What follows belongs to an exercise in optimizing a design on an open flow for small area; a production flow would make more cautious choices.
The RTL was checked by simulation tests, not by an equivalence proof against the original design.
Power figures rest on the tool's default switching activity, not on a simulated workload.

==> flow/design.v (excerpt) <==
module BlackJack(
	inclk0,
	i_Reset,
	i_Stay,
	i_Hit,
	o_Win,
	o_Lose,
	o_Tie,
	o_Hit_P,
	o_Hit_D,
	o_Stay_P,
	o_Stay_D,
	o_HitDeb,
	o_HitNE,
	o_StayDeb,
	o_StayNE,
	DealerHndDisplayD,
	DealerHndDisplayU,
	PlayerHndDisplayD,
	PlayerHndDisplayU
);
For scale: about 1300 cells after synthesis, about 43 I/O pins.
==> flow/config.mk <==
export PLATFORM = sky130hd
export DESIGN_NAME = BlackJack
export DESIGN_NICKNAME = BlackJack
export VERILOG_FILES = /design/flow/design.v
export SDC_FILE = /design/flow/constraint.sdc
export NUM_CORES = 4
export LEC_CHECK = 0
export ABC_AREA = 1
export CAP_MARGIN = 20
export CORE_MARGIN = 2
export CORE_UTILIZATION = 40
export GPL_TIMING_DRIVEN = 0
export PLACE_DENSITY = 0.6
export SLEW_MARGIN = 20
==> flow/constraint.sdc <==
create_clock -name core_clock -period 10.0 [get_ports {inclk0}]
set_input_delay 2.0000 -clock core_clock [delete_from_list [all_inputs] [get_ports {inclk0}]]
set_output_delay 2.0000 -clock core_clock [all_outputs]
set_load 0.01 [all_outputs]
standard.sh (not shown) runs the stock make flow with config.mk's settings and CLKGATE_MAP_FILE= SYNTH_SCRIPT=/design/flow/synth_recipe.tcl, a recipe that flattens the netlist after the stock synthesis.
==> flow/flow/run.sh <==
#!/bin/bash
# Own flow: the standard layout, except that the combinational logic of the
# standard synthesis is mapped again with a stronger ABC script for area.
# The registers of the standard synthesis (names and cell types) are kept
# as they are: they are black boxes while ABC runs.
set -uo pipefail
W=$(pwd)
R=$W/orfs/results/$FLOW_PLATFORM/BlackJack/base
LIB=$FLOW_HOME/platforms/sky130hd/lib/sky130_fd_sc_hd__tt_025C_1v80.lib
YOSYS=$FLOW_HOME/../tools/install/yosys/bin/yosys
[ -x "$YOSYS" ] || YOSYS=yosys

# 1. standard synthesis
bash standard.sh synth > $W/log_1_standard_synth.txt 2>&1 || exit 1
cp -p $R/1_2_yosys.v $W/std_1_2_yosys.v

# 2. map the combinational logic again
DONT_USE="sky130_fd_sc_hd__lpflow_bleeder_1 sky130_fd_sc_hd__lpflow_clkbufkapwr_1 sky130_fd_sc_hd__lpflow_clkbufkapwr_16 sky130_fd_sc_hd__lpflow_clkbufkapwr_2 sky130_fd_sc_hd__lpflow_clkbufkapwr_4 sky130_fd_sc_hd__lpflow_clkbufkapwr_8 sky130_fd_sc_hd__lpflow_clkinvkapwr_1 sky130_fd_sc_hd__lpflow_clkinvkapwr_16 sky130_fd_sc_hd__lpflow_clkinvkapwr_2 sky130_fd_sc_hd__lpflow_clkinvkapwr_4 sky130_fd_sc_hd__lpflow_clkinvkapwr_8 sky130_fd_sc_hd__lpflow_decapkapwr_12 sky130_fd_sc_hd__lpflow_decapkapwr_3 sky130_fd_sc_hd__lpflow_decapkapwr_4 sky130_fd_sc_hd__lpflow_decapkapwr_6 sky130_fd_sc_hd__lpflow_decapkapwr_8 sky130_fd_sc_hd__lpflow_inputiso0n_1 sky130_fd_sc_hd__lpflow_inputiso0p_1 sky130_fd_sc_hd__lpflow_inputiso1n_1 sky130_fd_sc_hd__lpflow_inputiso1p_1 sky130_fd_sc_hd__lpflow_inputisolatch_1 sky130_fd_sc_hd__lpflow_isobufsrc_1 sky130_fd_sc_hd__lpflow_isobufsrc_16 sky130_fd_sc_hd__lpflow_isobufsrc_2 sky130_fd_sc_hd__lpflow_isobufsrc_4 sky130_fd_sc_hd__lpflow_isobufsrc_8 sky130_fd_sc_hd__lpflow_isobufsrckapwr_16 sky130_fd_sc_hd__lpflow_lsbuf_lh_hl_isowell_tap_1 sky130_fd_sc_hd__lpflow_lsbuf_lh_hl_isowell_tap_2 sky130_fd_sc_hd__lpflow_lsbuf_lh_hl_isowell_tap_4 sky130_fd_sc_hd__lpflow_lsbuf_lh_isowell_4 sky130_fd_sc_hd__lpflow_lsbuf_lh_isowell_tap_1 sky130_fd_sc_hd__lpflow_lsbuf_lh_isowell_tap_2 sky130_fd_sc_hd__lpflow_lsbuf_lh_isowell_tap_4 sky130_fd_sc_hd__probe_p_8 sky130_fd_sc_hd__probec_p_8 "
DU=""
for c in $DONT_USE; do DU="$DU -dont_use $c"; done
grep -oE '^ *sky130_fd_sc_hd__[a-z0-9]*dfx?[a-z]*_[0-9]+ +[^ ]+' $W/std_1_2_yosys.v | sed 's/^ *//' | sort > $W/regs_std.txt
# eight ABC runs with different random seeds, four at a time; the smallest is used
for k in 1 2 3 4 5 6 7 8; do
cat > $W/remap_$k.abc <<EOT
strash; &get -n; &deepsyn -S $k -T 30; &put; &get -n; &dch -f; &nf -R 1000; &put
EOT
cat > $W/remap_$k.ys <<EOT
read_liberty -ignore_miss_func $LIB
read_verilog $W/std_1_2_yosys.v
hierarchy -top $FLOW_TOP
setattr -mod -set blackbox 1 sky130_fd_sc_hd__dfxtp_1 sky130_fd_sc_hd__edfxtp_1 sky130_fd_sc_hd__dfrtp_1 sky130_fd_sc_hd__dfstp_1
flatten
opt -purge
abc -liberty $LIB $DU -script $W/remap_$k.abc
opt_clean -purge
insbuf -buf sky130_fd_sc_hd__buf_4 A X
hilomap -singleton -hicell sky130_fd_sc_hd__conb_1 HI -locell sky130_fd_sc_hd__conb_1 LO
stat -liberty $LIB
write_verilog -noattr -nohex -nodec $W/remap_${k}_1_2_yosys.v
EOT
$YOSYS -l $W/log_2_remap_$k.txt $W/remap_$k.ys > /dev/null 2>&1 &
[ $k = 4 ] && wait
done
wait
ok=0; best=""; barea=""
for k in 1 2 3 4 5 6 7 8; do
  [ -s $W/remap_${k}_1_2_yosys.v ] || continue
  # the registers must be the same instances with the same cell types
  grep -oE '^ *sky130_fd_sc_hd__[a-z0-9]*dfx?[a-z]*_[0-9]+ +[^ ]+' $W/remap_${k}_1_2_yosys.v | sed 's/^ *//' | sort > $W/regs_remap_$k.txt
  [ -s $W/regs_std.txt ] && cmp -s $W/regs_std.txt $W/regs_remap_$k.txt || continue
  a=$(grep 'Chip area' $W/log_2_remap_$k.txt | tail -1 | awk '{print $NF}')
  [ -n "$a" ] || continue
  if [ -z "$barea" ] || awk -v x=$a -v y=$barea 'BEGIN{exit !(x<y)}'; then best=$k; barea=$a; fi
done
[ -n "$best" ] && ok=1
echo "remap used: $ok (run $best, area $barea)" | tee $W/log_2_remap_result.txt
if [ $ok = 1 ]; then
  cp $W/remap_${best}_1_2_yosys.v $R/1_2_yosys.v
  rm -f $R/1_synth.odb $R/1_synth.sdc
fi

# 3. the rest of the standard layout
# clock tree: small buffers, no dummy loads; ports buffered with buf_1
CTS="-sink_clustering_enable -repair_clock_nets -dont_use_dummy_load -buf_list {sky130_fd_sc_hd__clkbuf_4 sky130_fd_sc_hd__clkbuf_8}"
bash standard.sh "CTS_ARGS=$CTS" "BUFFER_PORTS_ARGS=-buffer_cell sky130_fd_sc_hd__buf_1" finish > $W/log_3_standard_layout.txt 2>&1
The first run ran to the end with no violations.
Then changed:
--- a/flow/design.v
+++ b/flow/design.v
@@ -196,24 +196,22 @@
 localparam  A_Wait    = 3'd0,
             A_ReadMem = 3'd1,
             A_Value2  = 3'd2,
             A_Class   = 3'd3,
             A_PlusTen = 3'd4,
             A_CardOK  = 3'd5;
 reg [2:0] ca, nca;
 reg [4:0] addr;           
 reg AceD, AceP, FaceD, FaceP;
+reg clsAce, clsFace;      
 wire [3:0] card;          
 wire Card2 = Card2D | Card2P;
 wire deal = (ca == A_ReadMem) & Card2;    
-wire next = (nca == A_CardOK) & (ca != A_CardOK);
-wire clsAce = (card == 4'd0);
-wire clsFace = (card >= 4'd10);
 wire [4:0] addr_inc = addr + 5'd1;
 wire AceW = Card2D ? AceD : AceP;
 wire FaceW = Card2D ? FaceD : FaceP;
 always @(*)
 begin
     case (ca)
         A_Wait:    nca = Card2 ? A_ReadMem : A_Wait;
         A_ReadMem: nca = Card2 ? A_Value2 : A_ReadMem;
         A_Value2:  nca = (clsAce | clsFace) ? A_Class : A_CardOK;
@@ -231,29 +229,34 @@
 wire [2:0] hT = Card2D ? DT : PT;
 wire [3:0] hU = Card2D ? DU : PU;
 wire [4:0] us = {1'b0, hU} + {1'b0, card} + 5'd1;
 wire ucar = (us >= 5'd10);
 wire [3:0] nU = plus10 ? hU : (ucar ? us[3:0] - 4'd10 : us[3:0]);
 wire [2:0] nT = hT + {2'b0, plus10 | ucar};
 wire setcls = (ca == A_Value2);
 always @(posedge clk)
 begin
+    if (ca == A_ReadMem)
+    begin
+        clsAce <= (card == 4'd0);
+        clsFace <= (card >= 4'd10);
+    end
     if (ResetPE)
     begin
         ca <= A_Wait;
         addr <= 5'd0;
         DT <= 3'd0; DU <= 4'd0; PT <= 3'd0; PU <= 4'd0;
         AceD <= 1'b0; AceP <= 1'b0; FaceD <= 1'b0; FaceP <= 1'b0;
     end
     else
     begin
         ca <= nca;
-        if (next)
+        if (deal)
             addr <= addr_inc;
         if (toD) begin DT <= nT; DU <= nU; end
         if (toP) begin PT <= nT; PU <= nU; end
         if (setcls & Card2D & clsAce)  AceD <= 1'b1;
         if (setcls & Card2D & clsFace) FaceD <= 1'b1;
         if (setcls & Card2P & clsAce)  AceP <= 1'b1;
         if (setcls & Card2P & clsFace) FaceP <= 1'b1;
     end
 end
@@ -284,19 +287,19 @@
 assign DealerHndDisplayU = !ShowD ? 7'b1111111 : DErr ? 7'b0110000 : sDU;
 wire active = c_Start | c_Shuffle;
 reg [11:0] seed;
 reg signed [10:0] F;
 reg wmode;
 reg tr_run;
 reg [2:0] round;           
 reg [5:0] tr_i;
 reg tr_A;
-reg skip0, skip1, skip2;    
+reg skipI;
 reg [5:0] pos0, pos1, pos2;
 reg [3:0] R0, R1, R2, R47, R48, R49, R50, R51;
 wire early = active & ResetNE & (F >= 11'sd55);
 wire isA = wmode & (tr_i <= 6'd2) & ~tr_A;
 wire stepB = tr_run & (tr_i != 6'd63) & ~isA;
 wire signed [10:0] Fc = isA ? F - 11'sd3 : F;    
 wire [11:0] c_tr = (wmode & ~Fc[10]) ? {1'b0, Fc} : seed;
 assign Shuffled = wmode ? (F == -11'sd520) : (F == -11'sd5);
 wire fwd = ~wmode & c_Shuffle & ((F == 11'sd42) | (F == 11'sd31) | (F == 11'sd20) | (F == 11'sd9) | (F == -11'sd2));
@@ -398,60 +401,58 @@
     end
     else if (active & ~early)
         F <= F - 11'sd1;
     if (ResetPE | (active & ~wmode & ~early))
         seed <= cnt;
     if (ResetPE | early)
     begin
         tr_run <= 1'b1; wmode <= early; round <= early ? 3'd4 : 3'd0;
         tr_i <= early ? 6'd51 : 6'd46;
-        tr_A <= 1'b0; skip0 <= 1'b0; skip1 <= 1'b0; skip2 <= 1'b0;
+        tr_A <= 1'b0; skipI <= 1'b0;
         pos0 <= 6'd0; pos1 <= 6'd1; pos2 <= 6'd2;
     end
-    else if (~active & next & ~ResetPE)
+    else if (~active & deal)
     begin
         tr_run <= 1'b1; wmode <= 1'b0; round <= 3'd5; tr_i <= 6'd51;
-        tr_A <= 1'b0; skip0 <= 1'b0; skip1 <= 1'b0; skip2 <= 1'b0;
+        tr_A <= 1'b0; skipI <= 1'b0;
         pos0 <= {1'b0, addr_inc};
     end
     else if (tr_run)
     begin
         if (wb)
         begin
             if (round <= 3'd2)
             begin
                 round <= round + 3'd1; tr_i <= (round == 3'd2) ? 6'd51 : 6'd46;
                 pos0 <= p0n; pos1 <= p1n; pos2 <= p2n;
             end
             else
             begin
                 tr_run <= 1'b0; tr_i <= 6'd47;
             end
         end
         else
         begin
-            pos0 <= stepP(pos0, skip0);
+            pos0 <= stepP(pos0, skipI & (tr_i == 6'd0));
             if (round != 3'd5)
             begin
-                pos1 <= stepP(pos1, skip1);
-                pos2 <= stepP(pos2, skip2);
+                pos1 <= stepP(pos1, skipI & (tr_i == 6'd1));
+                pos2 <= stepP(pos2, skipI & (tr_i == 6'd2));
             end
             if (isA)
             begin
                 tr_A <= 1'b1;
-                skip0 <= (pos0 == tr_i);
-                skip1 <= (pos1 == tr_i);
-                skip2 <= (pos2 == tr_i);
+                skipI <= (pos0 == tr_i) | (pos1 == tr_i) | (pos2 == tr_i);
             end
             else
             begin
                 tr_i <= tr_i - 6'd1;
-                tr_A <= 1'b0; skip0 <= 1'b0; skip1 <= 1'b0; skip2 <= 1'b0;
+                tr_A <= 1'b0; skipI <= 1'b0;
             end
         end
     end
     else if (fwd)
         tr_i <= tr_i + 6'd1;
     if (wb & ((round == 3'd0) | (round == 3'd4))) begin R0 <= m0; R1 <= m1; R2 <= m2; end
     if (wb & (round == 3'd1)) begin R47 <= m0; R48 <= m1; R49 <= m2; end
     if (wb & (round == 3'd2)) begin R50 <= m0; R51 <= m1; end
     if (fwd)    
=>
- The new run finished clean
- die area is lower slightly
- design area is lower slightly
- total power goes up slightly
- setup slack got worse by 0.24 ns
- worst hold slack improves by 0.0031 ns
- sequential power stays flat
- global-route usage fell by 0.31 points
- cell count goes down by a few percent
- routed wire length shrinks slightly
- area after synthesis fell slightly
- synthesized cell count went down by a few percent
- combinational power grows by a few percent
- fmax goes down by a few percent
- critical path depth rose by 2

static timing again, ports no longer ideal:
How much do the figures lean on ideal ports? The routed layouts below were timed once more, with nothing changed but the port constraints. Step 1: set_driving_cell puts a clkbuf_16 on inclk0 and a buf_2 on each other input, an assumption about the parent block. Step 2 times the ports against the registers' clock, not the clock port: input delays grow and output delays shrink by t, the midpoint of the rising clock arrivals with the driver on. Slacks: no drivers / after step 1 / after step 2; pairs: no drivers / after step 1.
| run | shift t [ns] | slack for setup (ns) | latest minus earliest clock arrival (ns) |
|---|---|---|---|
| the first run | 0.489 | 0.956 / 0.956 / 0.956 | 0.036 / 0.036 |
| the second run | 0.485 | 0.713 / 0.713 / 0.713 | 0.050 / 0.050 |
After both steps setup and hold are still met in every run listed.
